From an optimization exercise on the open Yosys and OpenROAD flow, aimed at small area and a short achievable clock period; shortcuts taken in it are not production practice.
In this exercise RTL edits were held to simulation tests only and were not proved equivalent to the original.

== try-nickel ==
// multiplier_comb_reg
module multiplier_comb_reg (
    input  logic        CLK_i,
    input  logic [31:0] DIN1_i,
    input  logic [31:0] DIN2_i,
    output logic [63:0] DOUT_o
);
    logic [31:0] din1_q;
    logic [31:0] din2_q;
    logic [63:0] prod;
    always_ff @(posedge CLK_i) begin
        din1_q <= DIN1_i;
        din2_q <= DIN2_i;
        DOUT_o <= prod;
    end
    multiplier_comb u_mult (
        .DIN1_i ( din1_q ),
        .DIN2_i ( din2_q ),
        .DOUT_o ( prod   )
    );
endmodule
Size: ~2,100 cells after synthesis, ~130 flip-flops, roughly 130 I/O pins, about 0.022 sq mm of cells after synthesis.
Settings: LEC_CHECK=0, CAP_MARGIN=20, CORE_MARGIN=2, CORE_UTILIZATION=40, SLEW_MARGIN=20, SYNTH_HIERARCHICAL=1; clock period 44.0 ns.
standard.sh (not shown) runs the stock make flow with config.mk's settings and CLKGATE_MAP_FILE= SYNTH_SCRIPT=/design/flow/synth_recipe.tcl, a recipe that flattens the netlist after the stock synthesis.
==> flow/flow/run.sh <==
#!/bin/bash
# Own layout flow: the standard ORFS flow (standard.sh: the standard
# synthesis, floorplan, power grid, placement, CTS and routing) with two changes:
#  1. between synthesis and floorplan, flow/post_synth.py re-sizes cells in the
#     synthesized netlist (drive strengths only; cell functions and flip-flop
#     cell types and names are kept);
#  2. the port buffers that buffer_ports inserts are plain buf_1 cells rather
#     than the clock-delay cells it picks by default.
set -euo pipefail
R=orfs/results/sky130hd/multiplier_comb_reg/base
bash standard.sh synth > synth.log 2>&1
cp $R/1_2_yosys.v synth_netlist_orig.v
python3 flow/post_synth.py $R/1_2_yosys.v > post_synth.log 2>&1
diff synth_netlist_orig.v $R/1_2_yosys.v > post_synth.diff || true
touch $R/1_2_yosys.v
bash standard.sh "BUFFER_PORTS_ARGS=-buffer_cell sky130_fd_sc_hd__buf_1" finish > layout.log 2>&1
==> flow/flow/post_synth.py <==
#!/usr/bin/env python3
"""Re-size cells in the standard synthesis netlist before the layout.

- Combinational cells that ABC's speed script up-sized go back to their
  smallest drive strength (the problem's period puts no pressure on them);
  repair_design later re-sizes any that need it for slew or capacitance.
- The operand flip-flops, which drive many partial-product gates each, get
  drive strength 2 (same cell type, dfxtp), so repair_design does not have to
  add a buffer after each of them.
Usage: post_synth.py NETLIST (edited in place)."""
import re, sys

path = sys.argv[1]
txt = open(path).read()
small = ("a21oi a21boi a22oi a211oi o211ai o21ai nor2b nand2b nor2 nand2 nor3 nand3 "
         "xor2 xnor2 o22ai a21o o21a or2 and2").split()
n1 = 0
def down(m):
    global n1
    n1 += 1
    return f"sky130_fd_sc_hd__{m.group(1)}_1 "
txt = re.sub(r"\bsky130_fd_sc_hd__(" + "|".join(small) + r")_(2|4|8) ", down, txt)
n2 = 0
def ff(m):
    global n2
    n2 += 1
    return "sky130_fd_sc_hd__dfxtp_2 " + m.group(1)
txt = re.sub(r"\bsky130_fd_sc_hd__dfxtp_1 (\\din[12]_q\[\d+\]\$_DFF_P_ )", ff, txt)
open(path, "w").write(txt)
print(f"post_synth: {n1} cells down-sized, {n2} operand flip-flops set to dfxtp_2")
## Diff of input files: try-sierra against try-nickel
# try-nickel
export LEC_CHECK = 0
export CAP_MARGIN = 20
export CORE_MARGIN = 2
export CORE_UTILIZATION = 40
export SLEW_MARGIN = 20
export SYNTH_HIERARCHICAL = 1
create_clock -name core_clock -period 44.0 [get_ports {CLK_i}]
# try-sierra
export LEC_CHECK = 0
export CAP_MARGIN = 20
export CORE_MARGIN = 2
export CORE_UTILIZATION = 60
export SLEW_MARGIN = 20
export SYNTH_HIERARCHICAL = 1
create_clock -name core_clock -period 44.0 [get_ports {CLK_i}]
==> comparison <==
Looking at total track usage, try-sierra sits 13 points higher than try-nickel does. Sort try-sierra and try-nickel by multi-input gate share of total cell area, descending, and try-sierra comes first. Final instance area went down slightly going from try-nickel to try-sierra. Between try-sierra and try-nickel, it is try-sierra whose last weighted congestion value of the routability-driven placer is higher, by about 7%.
Changes in try-raven relative to try-sierra:
# try-sierra
export LEC_CHECK = 0
export CAP_MARGIN = 20
export CORE_MARGIN = 2
export CORE_UTILIZATION = 60
export SLEW_MARGIN = 20
export SYNTH_HIERARCHICAL = 1
create_clock -name core_clock -period 44.0 [get_ports {CLK_i}]
# try-raven
export LEC_CHECK = 0
export CAP_MARGIN = 20
export CORE_MARGIN = 2
export CORE_UTILIZATION = 40
export CTS_BUF_LIST = sky130_fd_sc_hd__clkbuf_8
export CTS_CLUSTER_SIZE = 16
export SLEW_MARGIN = 20
export SYNTH_HIERARCHICAL = 1
create_clock -name core_clock -period 44.0 [get_ports {CLK_i}]
-- flow/flow/run.sh --
<<< try-sierra, line 4
#  1. between synthesis and floorplan, flow/post_synth.py re-sizes cells in the
#     synthesized netlist (drive strengths only; cell functions and flip-flop
#     cell types and names are kept);
>>> try-raven, line 4
#  1. after synthesis, combinational cells that ABC's speed script up-sized
#     (the design has no timing pressure at the design's period) go back to
#     their smallest drive strength; repair_design re-sizes any that need it.
#     Flip-flops are left exactly as synthesis made them.
<<< try-sierra, line 13
python3 flow/post_synth.py $R/1_2_yosys.v > post_synth.log 2>&1
diff synth_netlist_orig.v $R/1_2_yosys.v > post_synth.diff || true
>>> try-raven, line 14
sed -E -i \
  -e 's/\bsky130_fd_sc_hd__(a21oi|a21boi|a22oi|a211oi|o211ai|o21ai|nor2b|nand2b|nor2|nand2|nor3|nand3|inv|xor2|xnor2|o22ai|a21o|o21a|or2|and2)_(2|4|8)\b/sky130_fd_sc_hd__\1_1/g' \
  $R/1_2_yosys.v
diff synth_netlist_orig.v $R/1_2_yosys.v > downsize.diff || true
removed: flow/flow/post_synth.py
[summary]
try-sierra → try-raven: sequential cell area share now smaller; final weighted congestion in routability-driven placement decreased about 4.3%; post-route standard cell area excluding fillers went up.
What try-juniper does differently from try-raven at the input level:
# try-raven
export LEC_CHECK = 0
export CAP_MARGIN = 20
export CORE_MARGIN = 2
export CORE_UTILIZATION = 40
export CTS_BUF_LIST = sky130_fd_sc_hd__clkbuf_8
export CTS_CLUSTER_SIZE = 16
export SLEW_MARGIN = 20
export SYNTH_HIERARCHICAL = 1
create_clock -name core_clock -period 44.0 [get_ports {CLK_i}]
# try-juniper
export LEC_CHECK = 0
export CAP_MARGIN = 20
export CORE_MARGIN = 2
export CORE_UTILIZATION = 40
export SLEW_MARGIN = 20
export SYNTH_HIERARCHICAL = 1
create_clock -name core_clock -period 44.0 [get_ports {CLK_i}]
Findings:
For try-raven and try-juniper, there was not a single run that failed to finish clean. ~same largest stage delay on the critical path in try-raven and try-juniper. Compared with try-raven, the router placed fewer vias in try-juniper.

-- separate check: timing with driven ports --
How much do the figures lean on ideal ports? The routed layouts below were timed once more, with nothing changed but the port constraints. Step 1 sets driving cells, clkbuf_16 on the clock port and buf_2 on the other inputs (assumed; they add their load-dependent delay and slew). Step 2 moves the port delays by t, midway between the first and last clock arrival at a register: inputs arrive t later, outputs are due t later. That takes back most of the time a late clock gives input paths. Three values: ideal, step 1, step 2; two values: the first two.
run | shift t [ns] | setup WS [ns] | worst setup path at the end | clock arrival spread, ns | worst register clock-pin slew, ns
try-nickel | 0.544 | 34.246 / 34.183 / 34.726 | register to output | 0.015 / 0.015 | 0.07 / 0.07
try-sierra | 0.526 | 34.260 / 34.206 / 34.732 | register to output | 0.022 / 0.021 | 0.08 / 0.08
try-raven | 0.624 | 34.131 / 34.078 / 34.702 | register to output | 0.024 / 0.024 | 0.10 / 0.10
try-juniper | 0.540 | 34.226 / 34.167 / 34.707 | register to output | 0.026 / 0.027 | 0.07 / 0.07
After both steps setup and hold are still met in every run listed.
